What follows belongs to an exercise in optimizing a design on an open flow for small area; a production flow would make more cautious choices. In this exercise RTL edits were held to simulation tests only and were not proved equivalent to the original. Power figures rest on the tool's default switching activity, not on a simulated workload.

==> flow/design.v (outline; a module is shown in full before it is edited, if it fits) <==
// module uart_tx: 97 lines
// module uart_rx: 105 lines
// module i2c_master: 219 lines
// module spi_master: 115 lines
// module dsmod: 42 lines
// module cordic_iterative: 80 lines
// module lo_gen: 104 lines
// module freq_generator: 149 lines
// module memory: 372 lines
// module regs: 15 lines
// module alu: 160 lines
// module control: 201 lines
// module instructioncounter: 31 lines
// module csr: 87 lines
// module imm_gen: 18 lines
// module cpu: 252 lines
module cpu #(
    parameter int CLK_FREQ = 12_000_000,
    parameter int BAUD = 115_200
) (
    input logic clk,
    input logic reset,  
    input  logic so,
    output logic si,
    output logic sclk,
    output logic sram_ce,
    input  logic sda_i,
    output logic sda_o,
    output logic sda_oe,
    output logic scl,
    input  logic rx,
    output logic tx,
    input  logic [3:0] gpio_in,   
    output logic [3:0] gpio_out,
    output logic cos_ds,
    output logic cos_ds_n,
    output logic sin_ds,
    output logic sin_ds_n,
    output logic lo_i,
    output logic lo_q,
    output logic lo_ix,
    output logic lo_qx
);
  // ...
==> flow/run.sh <==
#!/bin/bash
# synth_recipe.tcl (not shown) runs the flow's synth.tcl, then flattens the netlist and writes it again
# the make line also repeats each setting of config.mk as NAME=value (left out here)
make -C /OpenROAD-flow-scripts/flow DESIGN_CONFIG=/design/flow/config.mk WORK_HOME=/design/flow/orfs CLKGATE_MAP_FILE= SYNTH_SCRIPT=/design/flow/synth_recipe.tcl finish
==> flow/config.mk <==
export PLATFORM = sky130hd
export DESIGN_NAME = cpu
export DESIGN_NICKNAME = cpu
export VERILOG_FILES = /design/flow/design.v
export SDC_FILE = /design/flow/constraint.sdc
export NUM_CORES = 4
export LEC_CHECK = 0
export CAP_MARGIN = 20
export CORE_MARGIN = 2
export CORE_UTILIZATION = 40
export SLEW_MARGIN = 20
==> flow/constraint.sdc <==
create_clock -name core_clock -period 12.0 [get_ports {clk}]
set_input_delay 2.4000 -clock core_clock [delete_from_list [all_inputs] [get_ports {clk}]]
set_output_delay 2.4000 -clock core_clock [all_outputs]
set_load 0.01 [all_outputs]
==> flow_summary.ini, run 1 <==
[final_layout]
area_delta_synth_final_pct = 10.34
final_cell_count_no_fill = 16880
final_area_um2 = 124200
final_common_cell = nand2_1
multiInputGateArea_um2 = 66430
clkCellAreaFrac_pct = 5.644
non_clock_buffer_count = 262

[global_route]
grt_usage_pct = 25.53

[critical_path]
cp.depth = 5
worst-path-buf-inv = 2
required_ns = 9.60
crit_fanout = 4
cp-end-kind = output port
r2r_cells = 26
timing.rr.start = control_i.state_q[2]
slowest_delay_ns = 0.58
reg2reg_slack_ns = 2.25

[detailed_routing]
vias = 98060
wl_met3_um = 35210
wl_per_cell_um = 22.37
wl_met2_um = 156400

[placed_design]
gp_congestion = 1.023
post_dp_cell_area_um2 = 117200

[hold_path]
whs_endpoint = memory_i.i2c_master.sda_i_sync1
hold_start = memory_i.i2c_master.sda_i_sync0

[pwr]
power_sequential_w = 0.00641
power_leader = the clock network
powerClk_w = 0.00663
p_leak_nw = 47.77
pwr-share-comb_pct = 2.6

[synth]
synth_cell_types = 117
ys.flop_type = dfxtp_1
synth_seq_cells = 1823
yosysMostFrequentCell = nand2_1
yosys.area.top_type = dfxtp_1
syn-num-nets = 14120
syn_avg_cell_area_um2 = 8.472
synthTopCellsByArea = dfxtp_1, edfxtp_1, ha_1

[floorplan]
taps = 3724
die_width_um = 534.5

[run_status]
outcome = complete, no violations

[cts]
cts_tree = built

[sta]
rsz0062_at_grt = no

[run]
drv_cap = 0
==> module uart_tx, before the edit <==
module uart_tx (
    input  wire        clk,             
    input  wire        resetn,          
    output wire        uart_txd,        
    output wire        uart_tx_busy,    
    input  wire        uart_tx_en,      
    input  wire [ 7:0] uart_tx_data,    
    input  wire [15:0] CYCLES_PER_BIT
);
  parameter STOP_BITS = 1;
  localparam COUNT_REG_LEN = 16;
  reg txd_reg;
  reg [7:0] data_to_send;
  reg [COUNT_REG_LEN-1:0] cycle_counter;
  reg [3:0] bit_counter;
  reg [2:0] fsm_state;
  reg [2:0] n_fsm_state;
  localparam FSM_IDLE = 0;
  localparam FSM_START = 1;
  localparam FSM_SEND = 2;
  localparam FSM_STOP = 3;
  assign uart_tx_busy = fsm_state != FSM_IDLE;
  assign uart_txd     = txd_reg;
  wire next_bit = cycle_counter == CYCLES_PER_BIT;
  wire payload_done = bit_counter == 8;
  wire stop_done = bit_counter == STOP_BITS && fsm_state == FSM_STOP;
  always @(*) begin : p_n_fsm_state
    case (fsm_state)
      FSM_IDLE:  n_fsm_state = uart_tx_en ? FSM_START : FSM_IDLE;
      FSM_START: n_fsm_state = next_bit ? FSM_SEND : FSM_START;
      FSM_SEND:  n_fsm_state = payload_done ? FSM_STOP : FSM_SEND;
      FSM_STOP:  n_fsm_state = stop_done ? FSM_IDLE : FSM_STOP;
      default:   n_fsm_state = FSM_IDLE;
    endcase
  end
  integer i;
  always @(posedge clk) begin : p_data_to_send
    if (!resetn) begin
      data_to_send <= 8'b0;
      i <= 0;
    end else if (fsm_state == FSM_IDLE && uart_tx_en) begin
      data_to_send <= uart_tx_data;
    end else if (fsm_state == FSM_SEND && next_bit) begin
      data_to_send[0] <= data_to_send[1];
      data_to_send[1] <= data_to_send[2];
      data_to_send[2] <= data_to_send[3];
      data_to_send[3] <= data_to_send[4];
      data_to_send[4] <= data_to_send[5];
      data_to_send[5] <= data_to_send[6];
      data_to_send[6] <= data_to_send[7];
    end
  end
  /*verilator lint_off WIDTHTRUNC*/
  always @(posedge clk) begin : p_bit_counter
    if (!resetn) begin
      bit_counter <= 4'b0;
    end else if (fsm_state != FSM_SEND && fsm_state != FSM_STOP) begin
      bit_counter <= {COUNT_REG_LEN{1'b0}};
    end else if (fsm_state == FSM_SEND && n_fsm_state == FSM_STOP) begin
      bit_counter <= {COUNT_REG_LEN{1'b0}};
    end else if (fsm_state == FSM_STOP && next_bit) begin
      bit_counter <= bit_counter + 1'b1;
    end else if (fsm_state == FSM_SEND && next_bit) begin
      bit_counter <= bit_counter + 1'b1;
    end
  end
  /*verilator lint_on WIDTHTRUNC*/
  always @(posedge clk) begin : p_cycle_counter
    if (!resetn) begin
      cycle_counter <= {COUNT_REG_LEN{1'b0}};
    end else if (next_bit) begin
      cycle_counter <= {COUNT_REG_LEN{1'b0}};
    end else if (fsm_state == FSM_START || fsm_state == FSM_SEND || fsm_state == FSM_STOP) begin
      cycle_counter <= cycle_counter + 1'b1;
    end
  end
  always @(posedge clk) begin : p_fsm_state
    if (!resetn) begin
      fsm_state <= FSM_IDLE;
    end else begin
      fsm_state <= n_fsm_state;
    end
  end
  always @(posedge clk) begin : p_txd_reg
    if (!resetn) begin
      txd_reg <= 1'b1;
    end else if (fsm_state == FSM_IDLE) begin
      txd_reg <= 1'b1;
    end else if (fsm_state == FSM_START) begin
      txd_reg <= 1'b0;
    end else if (fsm_state == FSM_SEND) begin
      txd_reg <= data_to_send[0];
    end else if (fsm_state == FSM_STOP) begin
      txd_reg <= 1'b1;
    end
  end
endmodule
==> module uart_rx, before the edit <==
module uart_rx (
    input  wire        clk,             
    input  wire        resetn,          
    input  wire        uart_rxd,        
    input  wire        uart_rx_en,      
    output wire        uart_rx_break,   
    output wire        uart_rx_valid,   
    output reg  [ 7:0] uart_rx_data,    
    input  wire [15:0] CYCLES_PER_BIT
);
  localparam COUNT_REG_LEN = 16;
  reg rxd_reg;
  reg rxd_reg_0;
  reg [7:0] recieved_data;
  reg [COUNT_REG_LEN-1:0] cycle_counter;
  reg [3:0] bit_counter;
  reg bit_sample;
  reg [2:0] fsm_state;
  reg [2:0] n_fsm_state;
  localparam FSM_IDLE = 0;
  localparam FSM_START = 1;
  localparam FSM_RECV = 2;
  localparam FSM_STOP = 3;
  assign uart_rx_break = uart_rx_valid && ~|recieved_data;
  assign uart_rx_valid = fsm_state == FSM_STOP && n_fsm_state == FSM_IDLE;
  always @(posedge clk) begin
    if (!resetn) begin
      uart_rx_data <= 8'b0;
    end else if (fsm_state == FSM_STOP) begin
      uart_rx_data <= recieved_data;
    end
  end
  wire next_bit     = cycle_counter == CYCLES_PER_BIT ||
                        fsm_state       == FSM_STOP &&
                        cycle_counter   == {1'b0, CYCLES_PER_BIT[14:0]};
  wire payload_done = bit_counter == 8;
  always @(*) begin : p_n_fsm_state
    case (fsm_state)
      FSM_IDLE:  n_fsm_state = rxd_reg ? FSM_IDLE : FSM_START;
      FSM_START: n_fsm_state = next_bit ? FSM_RECV : FSM_START;
      FSM_RECV:  n_fsm_state = payload_done ? FSM_STOP : FSM_RECV;
      FSM_STOP:  n_fsm_state = next_bit ? FSM_IDLE : FSM_STOP;
      default:   n_fsm_state = FSM_IDLE;
    endcase
  end
  always @(posedge clk) begin : p_recieved_data
    if (!resetn) begin
      recieved_data <= 8'b0;
    end else if (fsm_state == FSM_IDLE) begin
      recieved_data <= 8'b0;
    end else if (fsm_state == FSM_RECV && next_bit) begin
      recieved_data[7] <= bit_sample;
      recieved_data[0] <= recieved_data[1];
      recieved_data[1] <= recieved_data[2];
      recieved_data[2] <= recieved_data[3];
      recieved_data[3] <= recieved_data[4];
      recieved_data[4] <= recieved_data[5];
      recieved_data[5] <= recieved_data[6];
      recieved_data[6] <= recieved_data[7];
    end
  end
  /*verilator lint_off WIDTHTRUNC*/
  always @(posedge clk) begin : p_bit_counter
    if (!resetn) begin
      bit_counter <= 4'b0;
    end else if (fsm_state != FSM_RECV) begin
      bit_counter <= {COUNT_REG_LEN{1'b0}};
    end else if (fsm_state == FSM_RECV && next_bit) begin
      bit_counter <= bit_counter + 1'b1;
    end
  end
  /*verilator lint_on WIDTHTRUNC*/
  always @(posedge clk) begin : p_bit_sample
    if (!resetn) begin
      bit_sample <= 1'b0;
    end else if (cycle_counter == {1'b0, CYCLES_PER_BIT[14:0]}) begin
      bit_sample <= rxd_reg;
    end
  end
  always @(posedge clk) begin : p_cycle_counter
    if (!resetn) begin
      cycle_counter <= {COUNT_REG_LEN{1'b0}};
    end else if (next_bit) begin
      cycle_counter <= {COUNT_REG_LEN{1'b0}};
    end else if (fsm_state == FSM_START || fsm_state == FSM_RECV || fsm_state == FSM_STOP) begin
      cycle_counter <= cycle_counter + 1'b1;
    end
  end
  always @(posedge clk) begin : p_fsm_state
    if (!resetn) begin
      fsm_state <= FSM_IDLE;
    end else begin
      fsm_state <= n_fsm_state;
    end
  end
  always @(posedge clk) begin : p_rxd_reg
    if (!resetn) begin
      rxd_reg   <= 1'b1;
      rxd_reg_0 <= 1'b1;
    end else if (uart_rx_en) begin
      rxd_reg   <= rxd_reg_0;
      rxd_reg_0 <= uart_rxd;
    end
  end
endmodule
==> module i2c_master, before the edit <==
module i2c_master (
    input logic clk,
    input logic reset,
    input logic req,
    input logic [15:0] scl_ratio,
    input  logic sda_i,
    output logic sda_o,
    output logic sda_oe,
    output logic scl,
    input  logic [ 3:0] mask,
    input  logic [ 6:0] device_addr,
    input  logic [31:0] data_in,
    output logic [31:0] data_out,
    input logic write,
    output logic busy,
    output logic valid,
    output logic [4:0] acks
);
  typedef enum {
    RESET,
    START,
    SEND_ADDR,
    SEND_CMD,
    RECV_CMD_ACK,
    RECV_FRAME,
    SEND_FRAME_ACK,
    SEND_FRAME,
    RECV_FRAME_ACK,
    STOP,
    END
  } states_t;
  states_t        state;
  logic           scl_reg;
  logic           scl_trigger;
  logic           data_trigger;
  logic           command_trigger;
  logic    [15:0] scl_counter;
  logic    [ 1:0] frame_index;
  logic    [ 1:0] next_frame_index;
  logic           has_next_index;
  logic    [ 7:0] frame;
  logic           sda_i_sync0;
  logic           sda_i_sync1;
  logic    [ 2:0] index;
  always_ff @(posedge clk) begin : scl_trigger_gen
    sda_i_sync0 <= sda_i;
    sda_i_sync1 <= sda_i_sync0;
    if (scl_trigger) begin
      scl_counter <= 0;
    end else scl_counter <= scl_counter + 1;
    if (reset == 0 || req == 1) begin
      scl_counter <= 0;
    end
  end
  logic is_sending;
  assign is_sending = (state == START || state == SEND_ADDR || state == SEND_CMD || state == RECV_CMD_ACK || state == RECV_FRAME
                        || state == SEND_FRAME_ACK || state == SEND_FRAME || state == RECV_FRAME_ACK);
  assign scl = scl_reg;
  assign scl_trigger = (scl_counter == scl_ratio);
  assign data_trigger = (is_sending && scl_counter == {1'b0, scl_ratio[15:1]} && scl_reg == 0);
  assign command_trigger = (scl_counter == {1'b0, scl_ratio[15:1]} && scl_reg == 1);
  always_ff @(posedge clk) begin
    if (scl_trigger) begin
      scl_reg <= ~scl_reg;
    end
    if (command_trigger) begin
      case (state)
        RESET: state <= START;
        RECV_FRAME: data_out[frame_index*8+index] <= sda_i_sync1;
        STOP: state <= END;
        END: state <= END;
      endcase
    end
    if (data_trigger) begin
      case (state)
        START: begin
          state <= SEND_ADDR;
          index <= 6;
          data_out <= 32'b0;
        end
        SEND_ADDR: begin
          if (index == 0) begin
            state <= SEND_CMD;
            index <= 7;
            if (mask[3] == 1) frame_index <= 3;
            else if (mask[2] == 1) frame_index <= 2;
            else if (mask[1] == 1) frame_index <= 1;
            else frame_index <= 0;
          end else index <= index - 1;
        end
        SEND_CMD: state <= RECV_CMD_ACK;
        RECV_CMD_ACK: begin
          if (write) state <= SEND_FRAME;
          else state <= RECV_FRAME;
        end
        RECV_FRAME: begin
          if (index == 0) begin
            state <= SEND_FRAME_ACK;
            index <= 7;
          end else index <= index - 1;
        end
        SEND_FRAME_ACK: begin
          state <= STOP;
          if (has_next_index) begin
            frame_index <= next_frame_index;
            state <= RECV_FRAME;
          end
        end
        SEND_FRAME: begin
          if (index == 0) begin
            state <= RECV_FRAME_ACK;
            index <= 7;
          end else index <= index - 1;
        end
        RECV_FRAME_ACK: begin
          state <= STOP;
          if (has_next_index) begin
            frame_index <= next_frame_index;
            state <= SEND_FRAME;
          end
        end
      endcase
    end
    if (reset == 0) begin
      state <= RESET;
      scl_reg <= 1;
      frame_index <= 3;
      index <= 6;
      data_out <= 32'b0;
    end else if (req == 1) begin
      state   <= RESET;
      scl_reg <= 1;
      index   <= 6;
    end
  end
  logic cmd_ack;
  logic [3:0] frame_acks;
  always_ff @(posedge clk) begin
    if (command_trigger) begin
      case (state)
        START: begin
          frame_acks <= 4'b1111;
          cmd_ack <= 1'b1;
        end
        RECV_CMD_ACK:   cmd_ack <= sda_i_sync1;
        RECV_FRAME_ACK: frame_acks[frame_index] <= sda_i_sync1;
      endcase
    end
    if (reset == 0) begin
      frame_acks <= 4'b1111;
      cmd_ack <= 1;
    end
  end
  assign acks = {cmd_ack, frame_acks};
  always_comb begin
    has_next_index   = 0;
    next_frame_index = 3;
    case (frame_index)
      3: begin
        if (mask[2] == 1) begin
          next_frame_index = 2;
          has_next_index   = 1;
        end else if (mask[1] == 1) begin
          next_frame_index = 1;
          has_next_index   = 1;
        end else if (mask[0] == 1) begin
          next_frame_index = 0;
          has_next_index   = 1;
        end
      end
      2: begin
        if (mask[1] == 1) begin
          next_frame_index = 1;
          has_next_index   = 1;
        end else if (mask[0] == 1) begin
          next_frame_index = 0;
          has_next_index   = 1;
        end
      end
      1: begin
        if (mask[0] == 1) begin
          next_frame_index = 0;
          has_next_index   = 1;
        end
      end
    endcase
  end
  always_comb begin
    sda_oe = 1;
    sda_o  = 1;
    busy   = 1;
    valid  = 0;
    frame  = data_in[frame_index*8+:8];
    case (state)
      START: begin
        sda_o = 0;
      end
      SEND_ADDR: sda_o = device_addr[index];
      SEND_CMD:  sda_o = ~write;   
      RECV_CMD_ACK: begin
        sda_oe = 0;
      end
      RECV_FRAME: begin
        sda_oe = 0;
      end
      SEND_FRAME_ACK: sda_o = 0;
      SEND_FRAME: sda_o = frame[index];
      RECV_FRAME_ACK: begin
        sda_oe = 0;
      end
      STOP: begin
        sda_o = 0;
      end
      RESET, END: begin
        busy = 0;
      end
    endcase
  end
endmodule
==> module spi_master, before the edit <==
module spi_master (
    input logic clk,
    input logic reset,      
    input logic req,
    input logic slow_mode,  
    input  logic so,
    output logic si,
    output logic sclk,   
    output logic ce,     
    input  logic [22:0] addr,        
    input  logic [31:0] data_in,     
    input  logic [ 1:0] byte_mask,   
    output logic [31:0] data_out,    
    input  logic write,
    output logic busy,
    output logic valid
);
  typedef enum logic [2:0] {
    RESET,
    SEND_COMMAND,
    SEND_ADDR,
    WAITING,
    RECV_DATA,
    SEND_DATA,
    VALID
  } states_t;
  states_t state;
  logic       write_reg;
  logic [4:0] index;
  logic [4:0] end_index;
  logic [1:0] clk_counter;
  logic posedge_trigger;
  logic negedge_trigger;
  logic [31:0] data_sw;
  assign data_sw = {data_in[7:0], data_in[15:8], data_in[23:16], data_in[31:24]};
  always_ff @(posedge clk) begin : clock_generator
    clk_counter <= clk_counter + 1;
    posedge_trigger <= 1'b0;
    negedge_trigger <= 1'b0;
    if (slow_mode) begin
      if (clk_counter == 0) posedge_trigger <= 1;
      else if (clk_counter == 2) negedge_trigger <= 1;
    end else begin
      if (clk_counter[0] == 0) posedge_trigger <= 1;
      else negedge_trigger <= 1;
    end
    if (reset == 0) begin
      clk_counter <= 0;
    end
  end
  always_ff @(posedge clk) begin
    if (posedge_trigger) begin
      sclk <= 1;
      case (state)
        SEND_COMMAND: begin
          if (index == 0) begin
            state <= SEND_ADDR;
            index <= 23;
          end else index <= index - 1;
        end
        SEND_ADDR: begin
          if (index == 0) begin
            if (write_reg == 1'b1) state <= SEND_DATA;
            else state <= WAITING;
            index <= 31;
          end else index <= index - 1;
        end
        WAITING: state <= RECV_DATA;
        RECV_DATA, SEND_DATA: begin
          if (index == end_index) begin
            state <= VALID;
          end else index <= index - 1;
        end
        VALID: ;
        default: state <= RESET;
      endcase
    end else if (negedge_trigger) begin
      sclk <= 0;
      case (state)
        RESET: begin
          write_reg <= write;
          state <= SEND_COMMAND;
          index <= 7;
          ce <= 1'b1;
        end
        SEND_COMMAND: si <= (index[2:1] == 2'b00) && (index[0] || ~write_reg);
        RECV_DATA: data_out <= {data_out[30:0], so};
        SEND_ADDR: si <= (index == 5'd23) ? 1'b0 : addr[index];
        SEND_DATA: si <= data_sw[index];
        VALID: ce <= 1'b0;
        default: ;
      endcase
    end
    if (req == 1) begin   
      state <= RESET;
      ce <= 1'b0;
      si <= 1'b0;
    end
    if (reset == 0) begin
      write_reg <= 0;
      state <= RESET;
      ce <= 1'b0;
      index <= 7;
    end
  end
  always_comb begin
    busy  = (state != RESET) && (state != VALID);
    valid = (state == VALID);
    case (byte_mask)
      2'b00: end_index = 24;
      2'b01: end_index = 16;
      default: end_index = 0;
    endcase
  end
endmodule   
==> module dsmod, before the edit <==
module dsmod (
	input  wire			i_rst_n,
	input  wire			i_clk,
	input  wire			i_ena_mod,
	input  wire			i_load_pre,		 
	input  wire [29:0]	i_data,
	input  wire			i_mode,			 
	input  wire [1:0]	i_osr,			 
	output wire			o_ds
);
	reg  [29:0] data_pre_r;
	reg  [37:0] data_interp_r;
	reg  [41:0] accu2_r;
	reg  [41:0] accu3_r;
	assign o_ds = i_mode ? ~accu3_r[41] : ~accu2_r[39];
	wire [29:0] diff_w = i_data - data_pre_r;
	reg  [37:0] data_step_w;
	always @(*) begin
		case (i_osr)
			2'd0:    data_step_w = {{5{diff_w[29]}}, diff_w, 3'b0};
			2'd1:    data_step_w = {{6{diff_w[29]}}, diff_w, 2'b0};
			2'd2:    data_step_w = {{7{diff_w[29]}}, diff_w, 1'b0};
			default: data_step_w = {{8{diff_w[29]}}, diff_w};
		endcase
	end
	wire [41:0] fb_w        = {o_ds ? 5'b11111 : 5'b00001, 37'b0};
	wire [41:0] accu2_nxt_w = accu2_r + {{4{data_interp_r[37]}}, data_interp_r} + fb_w;
	wire [41:0] accu3_nxt_w = accu3_r + accu2_nxt_w + fb_w;
	always @(posedge i_clk) begin
		if (!i_rst_n) begin
			accu2_r <= 42'b0;
			accu3_r <= 42'b0;
			data_pre_r <= 30'b0;
			data_interp_r <= 38'b0;
		end else if (i_ena_mod) begin
			accu2_r <= accu2_nxt_w;
			accu3_r <= accu3_nxt_w;
			if (i_load_pre) data_pre_r <= i_data;
			data_interp_r <= data_interp_r + data_step_w;
		end
	end
endmodule  
==> module cordic_iterative, before the edit <==
module cordic_iterative (
    input  wire        clk_i,
    input  wire        rstn_i,
    input  wire        strb_data_valid_i,
    input  wire [29:0] Z_i,
    output wire [29:0] X_o,
    output wire [29:0] Y_o,
    output wire        strb_data_valid_o
);
  localparam [29:0] K_INIT = 30'b010011011011101001011110001101;
  reg  [29:0] x_r, y_r, z_r;
  reg  [ 4:0] shift_value;
  reg  [29:0] angle;
  always @(*) begin
    case (shift_value)
      5'd0:  angle = 30'b001000000000000000000000000000;
      5'd1:  angle = 30'b000100101110010000000101000111;
      5'd2:  angle = 30'b000010011111101100111000010111;
      5'd3:  angle = 30'b000001010001000100010001110101;
      5'd4:  angle = 30'b000000101000101100001101010001;
      5'd5:  angle = 30'b000000010100010111010111111000;
      5'd6:  angle = 30'b000000001010001011110110001000;
      5'd7:  angle = 30'b000000000101000101111100010101;
      5'd8:  angle = 30'b000000000010100010111110010101;
      5'd9:  angle = 30'b000000000001010001011111001100;
      5'd10: angle = 30'b000000000000101000101111100110;
      5'd11: angle = 30'b000000000000010100010111110011;
      5'd12: angle = 30'b000000000000001010001011111010;
      5'd13: angle = 30'b000000000000000101000101111101;
      5'd14: angle = 30'b000000000000000010100010111110;
      5'd15: angle = 30'b000000000000000001010001011111;
      5'd16: angle = 30'b000000000000000000101000110000;
      5'd17: angle = 30'b000000000000000000010100011000;
      5'd18: angle = 30'b000000000000000000001010001100;
      5'd19: angle = 30'b000000000000000000000101000110;
      5'd20: angle = 30'b000000000000000000000010100011;
      5'd21: angle = 30'b000000000000000000000001010001;
      5'd22: angle = 30'b000000000000000000000000101001;
      5'd23: angle = 30'b000000000000000000000000010100;
      5'd24: angle = 30'b000000000000000000000000001010;
      5'd25: angle = 30'b000000000000000000000000000101;
      5'd26: angle = 30'b000000000000000000000000000011;
      5'd27: angle = 30'b000000000000000000000000000001;
      5'd28: angle = 30'b000000000000000000000000000001;
      default: angle = 30'b0;
    endcase
  end
  wire        dir_up = ~z_r[29];
  wire [29:0] y_shr = $signed(y_r) >>> shift_value;
  wire [29:0] x_shr = $signed(x_r) >>> shift_value;
  wire [30:0] sum_x = {x_r[29], x_r} + {y_shr[29] ^ dir_up, y_shr ^ {30{dir_up}}} + {30'b0, dir_up};
  wire [30:0] sum_y = {y_r[29], y_r} + {x_shr[29] ^ ~dir_up, x_shr ^ {30{~dir_up}}} + {30'b0, ~dir_up};
  wire [29:0] dx = (sum_x[30] ^ sum_x[29]) ? {sum_x[30], {29{~sum_x[30]}}} : sum_x[29:0];
  wire [29:0] dy = (sum_y[30] ^ sum_y[29]) ? {sum_y[30], {29{~sum_y[30]}}} : sum_y[29:0];
  wire [29:0] dz = z_r + ((angle ^ {30{dir_up}}) + {29'b0, dir_up});
  wire z_hi = (Z_i[29:28] == 2'b01) && (Z_i[27:0] != 28'd0);   
  wire z_lo = (Z_i[29:28] == 2'b10);                            
  always @(posedge clk_i) begin
    if (!rstn_i) begin
      x_r <= 30'd0;
      y_r <= 30'd0;
      z_r <= 30'd0;
    end else if (strb_data_valid_i) begin
      x_r <= (z_hi || z_lo) ? 30'd0 : K_INIT;
      y_r <= z_hi ? K_INIT : (z_lo ? -K_INIT : 30'd0);
      z_r <= {z_hi ? 2'b00 : (z_lo ? 2'b11 : Z_i[29:28]), Z_i[27:0]};
    end else begin
      x_r <= dx;
      y_r <= dy;
      z_r <= dz;
    end
  end
  always @(posedge clk_i) begin
    if (!rstn_i || strb_data_valid_i) shift_value <= 5'd0;
    else if (shift_value != 5'd31) shift_value <= shift_value + 5'd1;
  end
  assign strb_data_valid_o = (shift_value == 5'd30);
  assign X_o = x_r;
  assign Y_o = y_r;
endmodule
==> module lo_gen, before the edit <==
module lo_gen (
	input				i_rst_n,		 
	input				i_clk,
	input				i_enable,		 
	input 		[2:0]	i_div_sel,		 
	output reg			o_lo_i,
	output reg			o_lo_q,
	output reg			o_lo_ix,
	output reg			o_lo_qx
);
	reg					lo_i_r, lo_q_r;
	reg			[3:0]	lo_ctr_r;
	wire				lo1_i_w, lo1_q_w, lo1_ix_w, lo1_qx_w;	
	localparam	[2:0]	DIV1  = 3'b000;  
	localparam	[2:0]	DIV2  = 3'b001;  
	localparam	[2:0]	DIV4  = 3'b010;  
	localparam	[2:0]	DIV8  = 3'b011;  
	localparam	[2:0]	DBG1  = 3'b100;  
	localparam	[2:0]	DBG2  = 3'b101;  
	localparam	[2:0]	DBG3  = 3'b110;  
	localparam	[2:0]	DBG4  = 3'b111;  
	always @(*) begin
		case (i_div_sel)
			DIV1: begin
				o_lo_i  = lo1_i_w;
				o_lo_q  = lo1_q_w;
				o_lo_ix = lo1_ix_w;
				o_lo_qx = lo1_qx_w;
			end
			DIV2: begin
				o_lo_i  = lo_ctr_r[1:0] == 2'b00;
				o_lo_q  = lo_ctr_r[1:0] == 2'b01; 
				o_lo_ix = lo_ctr_r[1:0] == 2'b10;
				o_lo_qx = lo_ctr_r[1:0] == 2'b11; 
			end
			DIV4: begin
				o_lo_i  = lo_ctr_r[2:1] == 2'b00;
				o_lo_q  = lo_ctr_r[2:1] == 2'b01; 
				o_lo_ix = lo_ctr_r[2:1] == 2'b10;
				o_lo_qx = lo_ctr_r[2:1] == 2'b11; 
			end
			DIV8: begin
				o_lo_i  = lo_ctr_r[3:2] == 2'b00;
				o_lo_q  = lo_ctr_r[3:2] == 2'b01; 
				o_lo_ix = lo_ctr_r[3:2] == 2'b10;
				o_lo_qx = lo_ctr_r[3:2] == 2'b11; 
			end
			DBG1: begin
				o_lo_i  = 1'b1;
				o_lo_q  = 1'b0;
				o_lo_ix = 1'b0;
				o_lo_qx = 1'b0;
			end	
			DBG2: begin
				o_lo_i  = 1'b0;
				o_lo_q  = 1'b1;
				o_lo_ix = 1'b0;
				o_lo_qx = 1'b0;
			end	
			DBG3: begin
				o_lo_i  = 1'b0;
				o_lo_q  = 1'b0;
				o_lo_ix = 1'b1;
				o_lo_qx = 1'b0;
			end	
			DBG4: begin
				o_lo_i  = 1'b0;
				o_lo_q  = 1'b0;
				o_lo_ix = 1'b0;
				o_lo_qx = 1'b1;
			end	
			default: begin
				o_lo_i  = 1'b0;
				o_lo_q  = 1'b0;
				o_lo_ix = 1'b0; 
				o_lo_qx = 1'b0;
			end
		endcase
	end
  	always @(posedge i_clk) begin
		if (!i_rst_n) begin
			lo_i_r <= 1'b0;
			lo_ctr_r <= 4'b0;
		end else begin
			if (i_enable) begin
				lo_i_r <= ~lo_i_r;
				lo_ctr_r <= lo_ctr_r + 1'b1;
			end
		end	
	end
	always @(negedge i_clk) begin
		if (!i_rst_n) begin
			lo_q_r <= 1'b0;
		end else begin
			if (i_enable) begin
				lo_q_r <= lo_i_r;
			end
		end	
	end	
  	assign lo1_i_w  =  lo_i_r & ~lo_q_r;
	assign lo1_q_w  =  lo_i_r &  lo_q_r;
	assign lo1_ix_w = ~lo_i_r &  lo_q_r;
	assign lo1_qx_w = ~lo_i_r & ~lo_q_r;
endmodule  
==> module freq_generator, before the edit <==
module freq_generator (
    input logic        clk,
    input logic        reset_n,
    input logic [29:0] f_c,
    input logic [ 1:0] osr_level,    
    input logic [ 2:0] lo_div_sel,
    input logic        ds_mode,
    input logic        ds_invert,
    input logic start,
    output logic active,
    output logic cos_ds,
    output logic cos_ds_n,
    output logic sin_ds,
    output logic sin_ds_n,
    output logic lo_i,
    output logic lo_q,
    output logic lo_ix,
    output logic lo_qx
);
  localparam logic [7:0] CORDIC_START = 31;
  logic [ 7:0] OSR;
  logic [29:0] theta;
  logic [29:0] cosine;
  logic [29:0] sine;
  logic [29:0] X_o;
  logic [29:0] Y_o;
  logic        cordic_strb_i;
  logic        cordic_strb_o;
  logic        transmission_reset_n;
  cordic_iterative cordic (
      .clk_i(clk),
      .rstn_i(transmission_reset_n),
      .strb_data_valid_i(cordic_strb_i),
      .Z_i(theta),
      .X_o(X_o),
      .Y_o(Y_o),
      .strb_data_valid_o(cordic_strb_o)
  );
  logic       mod_ena;
  logic [7:0] fetch_ctr;
  always_ff @(posedge clk) begin
    if (!transmission_reset_n) fetch_ctr <= 8'd0;
    else if (mod_ena) fetch_ctr <= (fetch_ctr == 8'd0) ? OSR : fetch_ctr - 8'd1;
  end
  logic load_pre;
  assign load_pre = (fetch_ctr == 8'd1);
  logic cos_o_ds;
  dsmod dsmod_cos (
      .i_rst_n(transmission_reset_n),
      .i_clk(clk),
      .i_ena_mod(mod_ena),
      .i_load_pre(load_pre),
      .i_data(cosine),
      .i_mode(ds_mode),
      .i_osr(osr_level),
      .o_ds(cos_o_ds)
  );
  assign cos_ds   = cos_o_ds ^ ds_invert;
  assign cos_ds_n = ~cos_ds;
  logic sin_o_ds;
  dsmod dsmod_sin (
      .i_rst_n(transmission_reset_n),
      .i_clk(clk),
      .i_ena_mod(mod_ena),
      .i_load_pre(load_pre),
      .i_data(sine),
      .i_mode(ds_mode),
      .i_osr(osr_level),
      .o_ds(sin_o_ds)
  );
  assign sin_ds   = sin_o_ds ^ ds_invert;
  assign sin_ds_n = ~sin_ds;
  lo_gen lo_gen (
      .i_rst_n(transmission_reset_n),
      .i_clk(clk),
      .i_enable(mod_ena),
      .i_div_sel(lo_div_sel),
      .o_lo_i(lo_i),
      .o_lo_q(lo_q),
      .o_lo_ix(lo_ix),
      .o_lo_qx(lo_qx)
  );
  typedef enum logic [1:0] {
    IDLE,
    CORDIC_ONLY,   
    DSMOD_ONLY,    
    DSMOD_CORDIC   
  } transmit_state_t;
  transmit_state_t transmit_state;
  logic [7:0] transmit_counter;
  always_ff @(posedge clk) begin
    transmission_reset_n <= 1;
    if (cordic_strb_o) begin
      theta  <= theta + f_c;
      cosine <= X_o;
      sine   <= Y_o;
    end
    case (transmit_state)
      IDLE: begin
        if (start) begin
          transmit_state <= CORDIC_ONLY;
          cordic_strb_i <= 1;
          theta <= 0;
        end
      end
      CORDIC_ONLY: begin
        cordic_strb_i <= 0;
        if (cordic_strb_o) begin
          transmit_state <= DSMOD_ONLY;
          transmit_counter <= OSR;
          mod_ena <= 1;
        end
      end
      DSMOD_ONLY: begin
        transmit_counter <= transmit_counter - 1;
        if (transmit_counter <= CORDIC_START) begin
          transmit_state <= DSMOD_CORDIC;
          cordic_strb_i  <= 1;
        end
      end
      DSMOD_CORDIC: begin
        cordic_strb_i <= 0;
        if (transmit_counter == 0) begin
          transmit_counter <= OSR;
          transmit_state   <= DSMOD_ONLY;
        end else transmit_counter <= transmit_counter - 1;
      end
    endcase
    if (reset_n == 0) begin
      transmission_reset_n <= 0;
      cordic_strb_i <= 0;
      theta <= 0;
      mod_ena <= 0;
      cosine <= 30'd0;
      sine <= 30'd0;
      transmit_counter <= 255;
      transmit_state <= IDLE;
    end
  end
  always_comb begin
    case (osr_level)
      2'b00: OSR = 8'd31;
      2'b01: OSR = 8'd63;
      2'b10: OSR = 8'd127;
      default: OSR = 8'd255;
    endcase
  end
  assign active = (transmit_state == IDLE) ? 0 : 1;
endmodule
==> module regs, before the edit <==
module regs (
    input logic clk,
    input logic reset,
    input logic regwrite,
    input  logic [3:0] radr,
    input  logic [3:0] rdadr,
    input  logic [31:0] rd,
    output logic [31:0] rdata
);
  logic [31:0] registers[1:15];
  always_ff @(posedge clk) begin
    if (reset && regwrite && rdadr != 0) registers[rdadr] <= rd;
  end
  assign rdata = (radr == 4'd0) ? 32'd0 : registers[radr];
endmodule   
==> module csr, before the edit <==
module csr (
    input logic clk,
    input logic reset,
    input  logic       intr_timer,
    input  logic       intr_ext,
    input  logic       uart_rx_valid,
    input  logic [2:0] exceptions,
    input  logic       mret,
    input  logic       enter_isr,
    output logic       interrupt_pending,
    input  logic [31:0] data_in,
    input  logic [11:0] addr,
    input  logic        write_en,
    output logic [31:0] data_out,
    input  logic [22:0] pc,
    output logic [22:0] isr_return,
    output logic [22:0] isr_target
);
  logic intr_ext_sync;
  logic timer_interrupt;
  logic external_interrupt;
  logic uart_interrupt;
  localparam [4:0] TIMER = 7;
  localparam [4:0] EXTERNAL = 11;
  localparam [4:0] UART = 16;
  logic [31:0] mstatus;   
  logic [31:0] mie;   
  logic [31:0] mtvec;   
  logic [31:0] mepc;   
  logic [31:0] mcause;   
  logic [31:0] mip;   
  logic sel_mstatus, sel_mie, sel_mtvec, sel_mepc, sel_mcause, sel_mip;
  assign sel_mstatus = (addr == 12'h300);
  assign sel_mie     = (addr == 12'h304);
  assign sel_mtvec   = (addr == 12'h305);
  assign sel_mepc    = (addr == 12'h341);
  assign sel_mcause  = (addr == 12'h342);
  assign sel_mip     = (addr == 12'h344);
  assign timer_interrupt = mstatus[3] && mie[TIMER] && mip[TIMER];
  assign external_interrupt = mstatus[3] && mie[EXTERNAL] && mip[EXTERNAL];
  assign uart_interrupt = mstatus[3] && mie[UART] && mip[UART];
  assign interrupt_pending = timer_interrupt || external_interrupt || uart_interrupt;
  assign isr_return = mepc[22:0];
  always_ff @(posedge clk) begin
    intr_ext_sync <= intr_ext;
    mip[TIMER] <= intr_timer;
    if (intr_ext_sync) mip[EXTERNAL] <= 1;
    if (uart_rx_valid) mip[UART] <= 1;
    if (enter_isr) begin
      mepc <= {9'b0, pc};
      mstatus[3] <= 0;
      if (mcause == {1'b1, 31'd11}) mip[EXTERNAL] <= 0;
    end
    if (mret) begin
      mstatus[3] <= 1;
    end
    if (write_en) begin
      if (sel_mstatus) mstatus <= data_in;
      if (sel_mie) mie <= data_in;
      if (sel_mtvec) mtvec <= data_in;
      if (sel_mepc) mepc <= data_in;
      if (sel_mcause) mcause <= data_in;
      if (sel_mip) mip <= data_in;
    end
    if (external_interrupt) mcause <= {1'b1, 31'd11};
    else if (uart_interrupt) mcause <= {1'b1, 31'd16};
    else if (timer_interrupt) mcause <= {1'b1, 31'd7};
    else if (exceptions[1]) mcause <= {1'b0, 31'd2};   
    else if (exceptions[0]) mcause <= {1'b0, 31'd0};   
    else if (exceptions[2]) mcause <= {1'b0, 31'd5};   
    if (reset == 0) begin
      mstatus <= 32'd0;   
      mie <= 32'd0;
      mtvec <= {30'b0, 2'd1};
      mepc <= 32'd0;
      mcause <= 32'd0;
      mip <= 32'd0;
      intr_ext_sync <= 0;
    end
  end
  always_comb begin
    isr_target = {mtvec[22:2] + (mcause[31] ? mcause[20:0] : 21'd0), 2'b00};
    data_out = ({32{sel_mstatus}} & mstatus) | ({32{sel_mie}} & mie) |
               ({32{sel_mtvec}} & mtvec) | ({32{sel_mepc}} & mepc) |
               ({32{sel_mcause}} & mcause) | ({32{sel_mip}} & mip);
  end
endmodule
==> inputs of run 2 (changes only) <==
--- a/flow/design.v
+++ b/flow/design.v
@@ -12,6 +12,8 @@
   reg txd_reg;
   reg [7:0] data_to_send;
   reg [COUNT_REG_LEN-1:0] cycle_counter;
+  wire [COUNT_REG_LEN-1:0] cycle_counter_inc;
+  rc_inc #(.W(COUNT_REG_LEN)) u_cc_inc (.a(cycle_counter), .ci(1'b1), .s(cycle_counter_inc), .co());
   reg [3:0] bit_counter;
   reg [2:0] fsm_state;
   reg [2:0] n_fsm_state;
@@ -71,7 +73,7 @@
     end else if (next_bit) begin
       cycle_counter <= {COUNT_REG_LEN{1'b0}};
     end else if (fsm_state == FSM_START || fsm_state == FSM_SEND || fsm_state == FSM_STOP) begin
-      cycle_counter <= cycle_counter + 1'b1;
+      cycle_counter <= cycle_counter_inc;
     end
   end
   always @(posedge clk) begin : p_fsm_state
@@ -110,6 +112,8 @@
   reg rxd_reg_0;
   reg [7:0] recieved_data;
   reg [COUNT_REG_LEN-1:0] cycle_counter;
+  wire [COUNT_REG_LEN-1:0] cycle_counter_inc;
+  rc_inc #(.W(COUNT_REG_LEN)) u_cc_inc (.a(cycle_counter), .ci(1'b1), .s(cycle_counter_inc), .co());
   reg [3:0] bit_counter;
   reg bit_sample;
   reg [2:0] fsm_state;
@@ -180,7 +184,7 @@
     end else if (next_bit) begin
       cycle_counter <= {COUNT_REG_LEN{1'b0}};
     end else if (fsm_state == FSM_START || fsm_state == FSM_RECV || fsm_state == FSM_STOP) begin
-      cycle_counter <= cycle_counter + 1'b1;
+      cycle_counter <= cycle_counter_inc;
     end
   end
   always @(posedge clk) begin : p_fsm_state
@@ -218,7 +222,7 @@
     output logic valid,
     output logic [4:0] acks
 );
-  typedef enum {
+  typedef enum logic [3:0] {
     RESET,
     START,
     SEND_ADDR,
@@ -236,7 +240,8 @@
   logic           scl_trigger;
   logic           data_trigger;
   logic           command_trigger;
-  logic    [15:0] scl_counter;
+  logic    [15:0] scl_counter, scl_counter_inc;
+  rc_inc #(.W(16)) u_scl_inc (.a(scl_counter), .ci(1'b1), .s(scl_counter_inc), .co());
   logic    [ 1:0] frame_index;
   logic    [ 1:0] next_frame_index;
   logic           has_next_index;
@@ -249,7 +254,7 @@
     sda_i_sync1 <= sda_i_sync0;
     if (scl_trigger) begin
       scl_counter <= 0;
-    end else scl_counter <= scl_counter + 1;
+    end else scl_counter <= scl_counter_inc;
     if (reset == 0 || req == 1) begin
       scl_counter <= 0;
     end
@@ -323,16 +328,9 @@
         end
       endcase
     end
-    if (reset == 0) begin
-      state <= RESET;
-      scl_reg <= 1;
-      frame_index <= 3;
-      index <= 6;
-      data_out <= 32'b0;
-    end else if (req == 1) begin
+    if (reset == 0 || req == 1) begin
       state   <= RESET;
       scl_reg <= 1;
-      index   <= 6;
     end
   end
   logic cmd_ack;
@@ -518,10 +516,8 @@
       si <= 1'b0;
     end
     if (reset == 0) begin
-      write_reg <= 0;
       state <= RESET;
       ce <= 1'b0;
-      index <= 7;
     end
   end
   always_comb begin
@@ -536,48 +532,172 @@
 endmodule   
 `default_nettype none
 module dsmod (
-	input  wire			i_rst_n,
 	input  wire			i_clk,
 	input  wire			i_ena_mod,
 	input  wire			i_load_pre,		 
 	input  wire [29:0]	i_data,
+	input  wire [29:0]	i_data_nxt,		 
 	input  wire			i_mode,			 
 	input  wire [1:0]	i_osr,			 
 	output wire			o_ds
 );
 	reg  [29:0] data_pre_r;
+	reg  [29:0] diff_r;				 
 	reg  [37:0] data_interp_r;
 	reg  [41:0] accu2_r;
 	reg  [41:0] accu3_r;
 	assign o_ds = i_mode ? ~accu3_r[41] : ~accu2_r[39];
-	wire [29:0] diff_w = i_data - data_pre_r;
+	wire [29:0] pre_nxt_w = !i_ena_mod ? 30'b0 : (i_load_pre ? i_data : data_pre_r);
+	wire [29:0] diff_nxt_w;
+	csi_add #(.W(30), .U(9)) u_diff (.a(i_data_nxt), .b(~pre_nxt_w), .ci(1'b1), .s(diff_nxt_w), .co(), .c_msb());
 	reg  [37:0] data_step_w;
 	always @(*) begin
 		case (i_osr)
-			2'd0:    data_step_w = {{5{diff_w[29]}}, diff_w, 3'b0};
-			2'd1:    data_step_w = {{6{diff_w[29]}}, diff_w, 2'b0};
-			2'd2:    data_step_w = {{7{diff_w[29]}}, diff_w, 1'b0};
-			default: data_step_w = {{8{diff_w[29]}}, diff_w};
+			2'd0:    data_step_w = {{5{diff_r[29]}}, diff_r, 3'b0};
+			2'd1:    data_step_w = {{6{diff_r[29]}}, diff_r, 2'b0};
+			2'd2:    data_step_w = {{7{diff_r[29]}}, diff_r, 1'b0};
+			default: data_step_w = {{8{diff_r[29]}}, diff_r};
 		endcase
 	end
-	wire [41:0] fb_w        = {o_ds ? 5'b11111 : 5'b00001, 37'b0};
-	wire [41:0] accu2_nxt_w = accu2_r + {{4{data_interp_r[37]}}, data_interp_r} + fb_w;
-	wire [41:0] accu3_nxt_w = accu3_r + accu2_nxt_w + fb_w;
+	wire [37:0] interp_nxt_w;
+	csi_add #(.W(38), .U(14)) u_interp (.a(data_interp_r), .b(data_step_w), .ci(1'b0), .s(interp_nxt_w), .co(), .c_msb());
+	wire [41:0] in_ext_w = {{4{data_interp_r[37]}}, data_interp_r};
+	wire [4:0] a2_hi_w;
+	rc_add #(.W(5)) u_acc2_fb (.a(accu2_r[41:37]), .b({{4{o_ds}}, 1'b1}), .ci(1'b0), .s(a2_hi_w), .co(), .c_msb());
+	wire [41:0] accu2_nxt_w;
+	csi_add #(.W(42), .U(17)) u_acc2 (.a({a2_hi_w, accu2_r[36:0]}), .b(in_ext_w), .ci(1'b0), .s(accu2_nxt_w), .co(), .c_msb());
+	wire [3:0] a3_hi_w;
+	rc_add #(.W(4)) u_acc3_fb (.a(accu3_r[41:38]), .b({{3{o_ds}}, 1'b1}), .ci(1'b0), .s(a3_hi_w), .co(), .c_msb());
+	wire [41:0] a3_w = {a3_hi_w, accu3_r[37:0]};
+	wire [41:0] cs_s_w, cs_c_w;
+	genvar i;
+	generate
+		for (i = 0; i < 42; i = i + 1) begin : g_csa
+			assign cs_s_w[i] = a3_w[i] ^ accu2_r[i] ^ in_ext_w[i];
+			assign cs_c_w[i] = (a3_w[i] & accu2_r[i]) | (in_ext_w[i] & (a3_w[i] ^ accu2_r[i]));
+		end
+	endgenerate
+	wire [41:0] accu3_nxt_w;
+	csi_add #(.W(42), .U(17)) u_acc3 (.a(cs_s_w), .b({cs_c_w[40:0], 1'b0}), .ci(1'b0), .s(accu3_nxt_w), .co(), .c_msb());
 	always @(posedge i_clk) begin
-		if (!i_rst_n) begin
+		data_pre_r <= pre_nxt_w;
+		diff_r <= diff_nxt_w;
+		if (!i_ena_mod) begin
 			accu2_r <= 42'b0;
 			accu3_r <= 42'b0;
-			data_pre_r <= 30'b0;
 			data_interp_r <= 38'b0;
-		end else if (i_ena_mod) begin
+		end else begin
 			accu2_r <= accu2_nxt_w;
 			accu3_r <= accu3_nxt_w;
-			if (i_load_pre) data_pre_r <= i_data;
-			data_interp_r <= data_interp_r + data_step_w;
+			data_interp_r <= interp_nxt_w;
 		end
 	end
 endmodule  
 `default_nettype wire
+module rc_add #(
+    parameter integer W = 8
+) (
+    input  wire [W-1:0] a,
+    input  wire [W-1:0] b,
+    input  wire         ci,
+    output wire [W-1:0] s,
+    output wire         co,
+    output wire         c_msb    
+);
+  wire [W:0] c;
+  assign c[0] = ci;
+  genvar i;
+  generate
+    for (i = 0; i < W; i = i + 1) begin : g_bit
+      wire p = a[i] ^ b[i];
+      assign s[i] = p ^ c[i];
+      assign c[i+1] = (a[i] & b[i]) | (p & c[i]);
+    end
+  endgenerate
+  assign co = c[W];
+  assign c_msb = c[W-1];
+endmodule
+module rc_inc #(
+    parameter integer W = 8
+) (
+    input  wire [W-1:0] a,
+    input  wire         ci,
+    output wire [W-1:0] s,
+    output wire         co
+);
+  wire [W:0] c;
+  assign c[0] = ci;
+  genvar i;
+  generate
+    for (i = 0; i < W; i = i + 1) begin : g_bit
+      assign s[i] = a[i] ^ c[i];
+      assign c[i+1] = a[i] & c[i];
+    end
+  endgenerate
+  assign co = c[W];
+endmodule
+module rc_dec #(
+    parameter integer W = 8
+) (
+    input  wire [W-1:0] a,
+    output wire [W-1:0] s
+);
+  wire [W:0] b;
+  assign b[0] = 1'b1;
+  genvar i;
+  generate
+    for (i = 0; i < W; i = i + 1) begin : g_bit
+      assign s[i] = a[i] ^ b[i];
+      assign b[i+1] = ~a[i] & b[i];
+    end
+  endgenerate
+endmodule
+module rc_geu #(
+    parameter integer W = 8
+) (
+    input  wire [W-1:0] a,
+    input  wire [W-1:0] b,
+    output wire         ge
+);
+  wire [W:0] c;
+  assign c[0] = 1'b1;
+  genvar i;
+  generate
+    for (i = 0; i < W; i = i + 1) begin : g_bit
+      assign c[i+1] = (a[i] & ~b[i]) | ((a[i] | ~b[i]) & c[i]);
+    end
+  endgenerate
+  assign ge = c[W];
+endmodule
+module csi_add #(
+    parameter integer W = 16,
+    parameter integer U = 8
+) (
+    input  wire [W-1:0] a,
+    input  wire [W-1:0] b,
+    input  wire         ci,
+    output wire [W-1:0] s,
+    output wire         co,
+    output wire         c_msb
+);
+  localparam integer K = W - U;
+  wire          cl, cml_unused;
+  wire [U-1:0]  s0;
+  wire          co0, cm0;
+  rc_add #(.W(K)) u_lo (.a(a[K-1:0]), .b(b[K-1:0]), .ci(ci), .s(s[K-1:0]), .co(cl), .c_msb(cml_unused));
+  rc_add #(.W(U)) u_hi (.a(a[W-1:K]), .b(b[W-1:K]), .ci(1'b0), .s(s0), .co(co0), .c_msb(cm0));
+  wire [U:0] all_ones;
+  assign all_ones[0] = 1'b1;
+  genvar i;
+  generate
+    for (i = 0; i < U; i = i + 1) begin : g_inc
+      assign all_ones[i+1] = all_ones[i] & s0[i];
+      assign s[K+i] = s0[i] ^ (cl & all_ones[i]);
+    end
+  endgenerate
+  assign co    = co0 | (cl & all_ones[U]);
+  assign c_msb = cm0 | (cl & all_ones[U-1]);
+endmodule
 module cordic_iterative (
     input  wire        clk_i,
     input  wire        rstn_i,
@@ -628,26 +748,28 @@
   wire        dir_up = ~z_r[29];
   wire [29:0] y_shr = $signed(y_r) >>> shift_value;
   wire [29:0] x_shr = $signed(x_r) >>> shift_value;
-  wire [30:0] sum_x = {x_r[29], x_r} + {y_shr[29] ^ dir_up, y_shr ^ {30{dir_up}}} + {30'b0, dir_up};
-  wire [30:0] sum_y = {y_r[29], y_r} + {x_shr[29] ^ ~dir_up, x_shr ^ {30{~dir_up}}} + {30'b0, ~dir_up};
-  wire [29:0] dx = (sum_x[30] ^ sum_x[29]) ? {sum_x[30], {29{~sum_x[30]}}} : sum_x[29:0];
-  wire [29:0] dy = (sum_y[30] ^ sum_y[29]) ? {sum_y[30], {29{~sum_y[30]}}} : sum_y[29:0];
-  wire [29:0] dz = z_r + ((angle ^ {30{dir_up}}) + {29'b0, dir_up});
+  wire [29:0] sx, sy;
+  wire        cox, cmx, coy, cmy;
+  csi_add #(.W(30), .U(12)) u_x (.a(x_r), .b(y_shr ^ {30{dir_up}}), .ci(dir_up), .s(sx), .co(cox), .c_msb(cmx));
+  csi_add #(.W(30), .U(12)) u_y (.a(y_r), .b(x_shr ^ {30{~dir_up}}), .ci(~dir_up), .s(sy), .co(coy), .c_msb(cmy));
+  wire [29:0] dx = (cox ^ cmx) ? {x_r[29], {29{~x_r[29]}}} : sx;
+  wire [29:0] dy = (coy ^ cmy) ? {y_r[29], {29{~y_r[29]}}} : sy;
+  wire [29:0] dz;
+  csi_add #(.W(30), .U(7)) u_z (.a(z_r), .b(angle ^ {30{dir_up}}), .ci(dir_up), .s(dz), .co(), .c_msb());
   wire z_hi = (Z_i[29:28] == 2'b01) && (Z_i[27:0] != 28'd0);   
   wire z_lo = (Z_i[29:28] == 2'b10);                            
   always @(posedge clk_i) begin
+    if (strb_data_valid_i) z_r <= {z_hi ? 2'b00 : (z_lo ? 2'b11 : Z_i[29:28]), Z_i[27:0]};
+    else z_r <= dz;
     if (!rstn_i) begin
       x_r <= 30'd0;
       y_r <= 30'd0;
-      z_r <= 30'd0;
     end else if (strb_data_valid_i) begin
       x_r <= (z_hi || z_lo) ? 30'd0 : K_INIT;
       y_r <= z_hi ? K_INIT : (z_lo ? -K_INIT : 30'd0);
-      z_r <= {z_hi ? 2'b00 : (z_lo ? 2'b11 : Z_i[29:28]), Z_i[27:0]};
     end else begin
       x_r <= dx;
       y_r <= dy;
-      z_r <= dz;
     end
   end
   always @(posedge clk_i) begin
@@ -660,7 +782,6 @@
 endmodule
 `default_nettype none
 module lo_gen (
-	input				i_rst_n,		 
 	input				i_clk,
 	input				i_enable,		 
 	input 		[2:0]	i_div_sel,		 
@@ -669,7 +790,8 @@
 	output reg			o_lo_ix,
 	output reg			o_lo_qx
 );
-	reg					lo_i_r, lo_q_r;
+	reg					lo_q_r;
+	wire				lo_i_r;
 	reg			[3:0]	lo_ctr_r;
 	wire				lo1_i_w, lo1_q_w, lo1_ix_w, lo1_qx_w;	
 	localparam	[2:0]	DIV1  = 3'b000;  
@@ -739,24 +861,19 @@
 		endcase
 	end
   	always @(posedge i_clk) begin
-		if (!i_rst_n) begin
-			lo_i_r <= 1'b0;
+		if (!i_enable) begin
 			lo_ctr_r <= 4'b0;
 		end else begin
-			if (i_enable) begin
-				lo_i_r <= ~lo_i_r;
-				lo_ctr_r <= lo_ctr_r + 1'b1;
-			end
-		end	
+			lo_ctr_r <= lo_ctr_r + 1'b1;
+		end
 	end
+	assign lo_i_r = lo_ctr_r[0];
 	always @(negedge i_clk) begin
-		if (!i_rst_n) begin
+		if (!i_enable) begin
 			lo_q_r <= 1'b0;
 		end else begin
-			if (i_enable) begin
-				lo_q_r <= lo_i_r;
-			end
-		end	
+			lo_q_r <= lo_i_r;
+		end
 	end	
   	assign lo1_i_w  =  lo_i_r & ~lo_q_r;
 	assign lo1_q_w  =  lo_i_r &  lo_q_r;
@@ -786,8 +903,8 @@
   localparam logic [7:0] CORDIC_START = 31;
   logic [ 7:0] OSR;
   logic [29:0] theta;
-  logic [29:0] cosine;
-  logic [29:0] sine;
+  logic [29:0] cosine, cosine_nxt;
+  logic [29:0] sine, sine_nxt;
   logic [29:0] X_o;
   logic [29:0] Y_o;
   logic        cordic_strb_i;
@@ -803,20 +920,21 @@
       .strb_data_valid_o(cordic_strb_o)
   );
   logic       mod_ena;
-  logic [7:0] fetch_ctr;
+  logic [7:0] fetch_ctr, fetch_ctr_dec;
+  rc_dec #(.W(8)) u_fetch_dec (.a(fetch_ctr), .s(fetch_ctr_dec));
   always_ff @(posedge clk) begin
-    if (!transmission_reset_n) fetch_ctr <= 8'd0;
-    else if (mod_ena) fetch_ctr <= (fetch_ctr == 8'd0) ? OSR : fetch_ctr - 8'd1;
+    if (!mod_ena) fetch_ctr <= 8'd0;
+    else fetch_ctr <= (fetch_ctr == 8'd0) ? OSR : fetch_ctr_dec;
   end
   logic load_pre;
   assign load_pre = (fetch_ctr == 8'd1);
   logic cos_o_ds;
   dsmod dsmod_cos (
-      .i_rst_n(transmission_reset_n),
       .i_clk(clk),
       .i_ena_mod(mod_ena),
       .i_load_pre(load_pre),
       .i_data(cosine),
+      .i_data_nxt(cosine_nxt),
       .i_mode(ds_mode),
       .i_osr(osr_level),
       .o_ds(cos_o_ds)
@@ -825,11 +943,11 @@
   assign cos_ds_n = ~cos_ds;
   logic sin_o_ds;
   dsmod dsmod_sin (
-      .i_rst_n(transmission_reset_n),
       .i_clk(clk),
       .i_ena_mod(mod_ena),
       .i_load_pre(load_pre),
       .i_data(sine),
+      .i_data_nxt(sine_nxt),
       .i_mode(ds_mode),
       .i_osr(osr_level),
       .o_ds(sin_o_ds)
@@ -837,7 +955,6 @@
   assign sin_ds   = sin_o_ds ^ ds_invert;
   assign sin_ds_n = ~sin_ds;
   lo_gen lo_gen (
-      .i_rst_n(transmission_reset_n),
       .i_clk(clk),
       .i_enable(mod_ena),
       .i_div_sel(lo_div_sel),
@@ -853,14 +970,17 @@
     DSMOD_CORDIC   
   } transmit_state_t;
   transmit_state_t transmit_state;
-  logic [7:0] transmit_counter;
+  logic [7:0] transmit_counter, transmit_counter_dec;
+  rc_dec #(.W(8)) u_tc_dec (.a(transmit_counter), .s(transmit_counter_dec));
+  logic [29:0] theta_nxt;
+  csi_add #(.W(30), .U(5)) u_theta (.a(theta), .b(f_c), .ci(1'b0), .s(theta_nxt), .co(), .c_msb());
+  assign cosine_nxt = cordic_strb_o ? X_o : cosine;
+  assign sine_nxt   = cordic_strb_o ? Y_o : sine;
   always_ff @(posedge clk) begin
     transmission_reset_n <= 1;
-    if (cordic_strb_o) begin
-      theta  <= theta + f_c;
-      cosine <= X_o;
-      sine   <= Y_o;
-    end
+    cosine <= cosine_nxt;
+    sine   <= sine_nxt;
+    if (cordic_strb_o) theta <= theta_nxt;
     case (transmit_state)
       IDLE: begin
         if (start) begin
@@ -878,8 +998,8 @@
         end
       end
       DSMOD_ONLY: begin
-        transmit_counter <= transmit_counter - 1;
-        if (transmit_counter <= CORDIC_START) begin
+        transmit_counter <= transmit_counter_dec;
+        if (transmit_counter[7:5] == 3'b000) begin   
           transmit_state <= DSMOD_CORDIC;
           cordic_strb_i  <= 1;
         end
@@ -889,7 +1009,7 @@
         if (transmit_counter == 0) begin
           transmit_counter <= OSR;
           transmit_state   <= DSMOD_ONLY;
-        end else transmit_counter <= transmit_counter - 1;
+        end else transmit_counter <= transmit_counter_dec;
       end
     endcase
     if (reset_n == 0) begin
@@ -897,9 +1017,6 @@
       cordic_strb_i <= 0;
       theta <= 0;
       mod_ena <= 0;
-      cosine <= 30'd0;
-      sine <= 30'd0;
-      transmit_counter <= 255;
       transmit_state <= IDLE;
     end
   end
@@ -1150,8 +1267,14 @@
       .lo_ix(lo_ix),
       .lo_qx(lo_qx)
   );
+  logic [63:0] mtime_inc;
+  logic [3:0] mtime_blk_ci;
+  assign mtime_blk_ci = {&mtime[47:0], &mtime[31:0], &mtime[15:0], 1'b1};
+  for (genvar g = 0; g < 4; g++) begin : g_mtime_inc
+    rc_inc #(.W(16)) u_inc (.a(mtime[16*g+15:16*g]), .ci(mtime_blk_ci[g]), .s(mtime_inc[16*g+15:16*g]), .co());
+  end
   always_ff @(posedge clk) begin
-    mtime <= mtime + 1;
+    mtime <= mtime_inc;
     gpio_in_sync <= gpio_in;
     if (reset == 0) begin
       state <= IDLE;
@@ -1166,7 +1289,6 @@
       uart_tx_cpb <= CYCLES_PER_BIT_DEFAULT;
       uart_rx_cpb <= CYCLES_PER_BIT_DEFAULT;
       scl_ratio <= SCL_RATIO_DEFAULT[15:0];
-      sclk_flag <= 0;
       i2c_mask <= 4'b1111;
       i2c_addr <= 7'b0;
       ds_lo_conf <= 5'b00100;
@@ -1282,7 +1404,7 @@
   assign valid = (state == VALID) ? 1'b1 : 1'b0;
   assign i2c_req  = ~(tgt_i2c && reading_or_writing);
   assign sram_req = ~(tgt_sram && reading_or_writing);
-  assign intr_timer = ($unsigned(mtime) >= $unsigned(mtimecmp)) ? 1 : 0;
+  assign intr_timer = (mtime >= mtimecmp);
   assign load_access_fault = (state == FAULT) ? 1 : 0;
 endmodule   
 module regs (
@@ -1298,8 +1420,11 @@
   always_ff @(posedge clk) begin
     if (reset && regwrite && rdadr != 0) registers[rdadr] <= rd;
   end
-  assign rdata = (radr == 4'd0) ? 32'd0 : registers[radr];
-endmodule   
+  always_comb begin
+    rdata = 32'd0;
+    for (int i = 1; i < 16; i++) rdata = rdata | ({32{radr == 4'(i)}} & registers[i]);
+  end
+endmodule
 module alu (
     input  logic [31:0] a,                
     input  logic [31:0] b,                
@@ -1402,13 +1527,12 @@
   assign is_sub = ~force_add & (is_branch |
                   ((is_op | is_opi) & (funct3[2:1] == 2'b01)) |
                   (is_op & (funct3 == 3'b000) & funct7[5]));
-  logic [32:0] sum33;
-  assign sum33 = {1'b0, a} + {1'b0, b ^ {32{is_sub}}} + {32'b0, is_sub};
-  assign sum   = sum33[31:0];
+  logic carry;
+  csi_add #(.W(32), .U(13)) u_add (.a(a), .b(b ^ {32{is_sub}}), .ci(is_sub), .s(sum), .co(carry), .c_msb());
   logic lt_u, lt_s, eq;
-  assign lt_u = ~sum33[32];
-  assign lt_s = (a[31] ^ b[31]) ? a[31] : sum33[31];
-  assign eq   = (sum33[31:0] == 32'd0);   
+  assign lt_u = ~carry;
+  assign lt_s = (a[31] ^ b[31]) ? a[31] : sum[31];
+  assign eq   = (sum == 32'd0);   
   logic is_sll;
   assign is_sll = (funct3 == 3'b001);
   logic [31:0] sh_in, sh_out, sh_r;
@@ -1735,6 +1859,10 @@
   assign uart_interrupt = mstatus[3] && mie[UART] && mip[UART];
   assign interrupt_pending = timer_interrupt || external_interrupt || uart_interrupt;
   assign isr_return = mepc[22:0];
+  logic [20:0] isr_sum;
+  rc_add #(.W(21)) u_isr (.a(mtvec[22:2]), .b(mcause[31] ? mcause[20:0] : 21'd0), .ci(1'b0),
+                          .s(isr_sum), .co(), .c_msb());
+  assign isr_target = {isr_sum, 2'b00};
   always_ff @(posedge clk) begin
     intr_ext_sync <= intr_ext;
     mip[TIMER] <= intr_timer;
@@ -1773,7 +1901,6 @@
     end
   end
   always_comb begin
-    isr_target = {mtvec[22:2] + (mcause[31] ? mcause[20:0] : 21'd0), 2'b00};
     data_out = ({32{sel_mstatus}} & mstatus) | ({32{sel_mie}} & mie) |
                ({32{sel_mtvec}} & mtvec) | ({32{sel_mepc}} & mepc) |
                ({32{sel_mcause}} & mcause) | ({32{sel_mip}} & mip);
@@ -1995,7 +2122,10 @@
       .isr_target(isr_target),
       .interrupt_pending(interrupt_pending)
   );
-  assign pc_plus4 = {1'b0, pc_new[22:2] + 21'd1, pc_new[1:0]};
+  logic [20:0] pc_inc;
+  logic        pc_inc_co;
+  rc_inc #(.W(21)) u_pc_inc (.a(pc_new[22:2]), .ci(1'b1), .s(pc_inc), .co(pc_inc_co));
+  assign pc_plus4 = {pc_inc_co, pc_inc, pc_new[1:0]};
   logic pc_misaligned;
   instructioncounter inst_i (
       .clk(clk),
--- a/flow/config.mk
+++ b/flow/config.mk
@@ -5,7 +5,10 @@
 export SDC_FILE = /design/flow/constraint.sdc
 export NUM_CORES = 4
 export LEC_CHECK = 0
+export ABC_AREA = 1
 export CAP_MARGIN = 20
 export CORE_MARGIN = 2
 export CORE_UTILIZATION = 40
+export CTS_CLUSTER_DIAMETER = 100
+export CTS_CLUSTER_SIZE = 20
 export SLEW_MARGIN = 20
==> run 2 against run 1 <==
Still clean. Design area shrank 11%. Count of clock-buffer cells in the layout shrank 140. Global-route usage grew 2.1 points. Register-to-register slack lost 1.9 ns. Synthesized cell count shrank 10%. Clock power shrank 39%. Non-clock buffer count grew 134. Synthesized area shrank 10%. Total power shrank 6.5%. Final cell count shrank 9.7%. Critical endpoint is now rd_alu[24].
==> flow_summary.ini, run 2 <==
[pwr]
p_int_w = 0.008750
pwr-share-comb_pct = 15.4
p_leak_nw = 44.90
power_switching_w = 0.003761
irDropWorstVdd_mv = 0.1296
pwr-share-clk_pct = 32.3
pwr-share-seq_pct = 52.3
p_per_area_nw_per_um2 = 113.5

[synth]
synth_fa_ha_area_share_pct = 14.64
syn-num-nets = 12810
ys_warn_count = 16
synthCells = 11930
ys.flop_type = dfxtp_1
synth_cell_types = 73
yosys.area.top_type = dfxtp_1
synthTopCellsByCount = nand2_1, inv_1, dfxtp_1
synthXorXnorAreaFrac_pct = 2.103
synthTopCellsByArea = dfxtp_1, edfxtp_1, fa_1
yosysSeqAreaShare_pct = 42.56
synth-simple-area-share_pct = 16.61
syn_avg_cell_area_um2 = 8.481
yosysMostFrequentCell = nand2_1
synth_edf_count = 596
synth_seq_cells = 1854
synth.mux.area_fraction_pct = 0.3857

[cts]
clock_sinks = 1854
cts_max_path_buffers = 3
clk_pin_slew_ns = 0.09
clkLatencyLatePin_ns = 0.81
cts-htree-levels = 3
cts_tree = built
cts-hold-fix-buffers = 0

[sta]
slew_viol_final = 0
whs_ns = 0.4486
setup_ws_ns = 0.3998
setup_viol = 0
finalCriticalPeriod_ns = 11.60

[critical_path]
crit_top_cell = fa_1
slowest_stage = fa_1
r2r_cells = 45
cp-end-kind = register
crit_fanout = 9
slowest_delay_ns = 0.43
required_ns = 12.56
worstSetupStartpointType = register

[global_route]
grt_pass1_vias = 82190
grt_pass1_wl_um = 537200
grt_usage_pct = 27.65
grt_start_max_net_pins = 143

[final_layout]
final_cell_count_no_fill = 15250
area_delta_synth_final_pct = 8.867
final_common_cell = nand2_1
multiInputGateArea_um2 = 50660
largest_reg_flops = 480

[detailed_routing]
wl_per_cell_um = 24.00
vias = 86260
firstDrtPassIters = 6
wl_met2_um = 158600
drcViolationCount = 0
viasPerCell = 5.655
ant_nets = 0
wl_met3_um = 35750

[placed_design]
port_buffers = 27
dp_hpwl_um = 266000
gp_congestion = 1.016

[floorplan]
die-area_um2 = 257100
initial_utilization_pct = 40.26
die_width_um = 507.0
placeableCoreArea_um2 = 251400

[run_status]
outcome = complete, no violations

[run]
drv_cap = 0
run 2: changes by cell type in the layout (fill, tap and decap cells not counted), sizes merged, moves of 217 or more:
cell / previous run / this run
fa: 26 / 529
mux2i: 512 / 39
inv: 474 / 1511
xnor2: 491 / 85
o21ai: 594 / 1219
nor2: 1121 / 904
a21oi: 1324 / 813
ha: 791 / 338
run 2: cells by family (layout without fill, tap and decap cells):
| family | count (synthesis) | count (layout) |
|---|---|---|
| other cells | 0 | 17 |
| buf+inv | 2126 | 2080 |
| flops | 1854 | 1854 |
| xor+xnor | 243 | 243 |
| mux | 39 | 39 |
| compound gates | 2748 | 2748 |
| simple gates | 4057 | 4057 |
| fa+ha+maj | 867 | 867 |
run 2: power by group through the flow:
stage | registers [W] | clock network, W | logic, W
2_1_floorplan | 0.00666 | 0.00000104 | 0.00104
3_3_place_gp | 0.00668 | 0.00000104 | 0.00183
3_5_place_dp | 0.00668 | 0.00000104 | 0.00183
4_1_cts | 0.00654 | 0.00411 | 0.00184
5_1_grt | 0.00654 | 0.00431 | 0.00202
6_report | 0.00654 | 0.00405 | 0.00193
run 2: area by class of cell:
type                    instances  share of cell area, %
multi-input cells            7954                  45.97
diodes                         17                0.03861
inverters                    1513                  5.173
clock buffers                 143                  2.665
well taps                    3348                  3.802
repair buffers                396                  2.949
flip-flops and latches       1854                  39.11
repair inverters                1               0.006813
clock inverters                27                 0.2839
run 2: critical path: cells and delay by family, from the launching register on:
family / cells / cell delay, ns
flip-flops: 1 / 0.40
XOR/XNOR: 1 / 0.16
AO/OA/AOI/OAI: 3 / 0.53
buffers and inverters: 5 / 0.64
AND/OR/NAND/NOR: 17 / 2.13
adder cells (fa/ha/maj): 19 / 7.47
run 2: path summary, 6_finish.rpt:
check                                    startpoint                           endpoint  slack (ns)
setup / recovery               control_i.state_q[3]                         rd_alu[24]        0.40
hold / removal    memory_i.sram_master.data_out[21]  memory_i.sram_master.data_out[22]        0.45
setup reg to reg               control_i.state_q[3]                         rd_alu[24]        0.40
hold reg to reg   memory_i.sram_master.data_out[21]  memory_i.sram_master.data_out[22]        0.45
run 2: what timing repair did:
item | CTS | global route
resized for setup | 33 | 147
cloned | 0 | 4
pin swaps | 0 | 30
setup buffers | 0 | 13
hold endpoints to repair | 0 | 0
setup endpoints to repair | 26 | 112
run 2: per-stage QoR:
step           setup TNS [ns]  area (µm²)  util [%]
2_1_floorplan               0      101400         -
3_3_place_gp           -6.418      106300     42.27
3_5_place_dp           -6.047      106300     42.27
4_1_cts                     0      109600     43.59
5_1_grt               -0.1187      110200     43.82
6_report                    0      110200     43.83
run 2: layer usage:
layer / vias to the layer above / track usage [%]
li1: 39450 / -
met4: 6 / 12.44
met2: 4241 / 42.43
met1: 41780 / 37.39
met5: - / 0
met3: 777 / 5.930
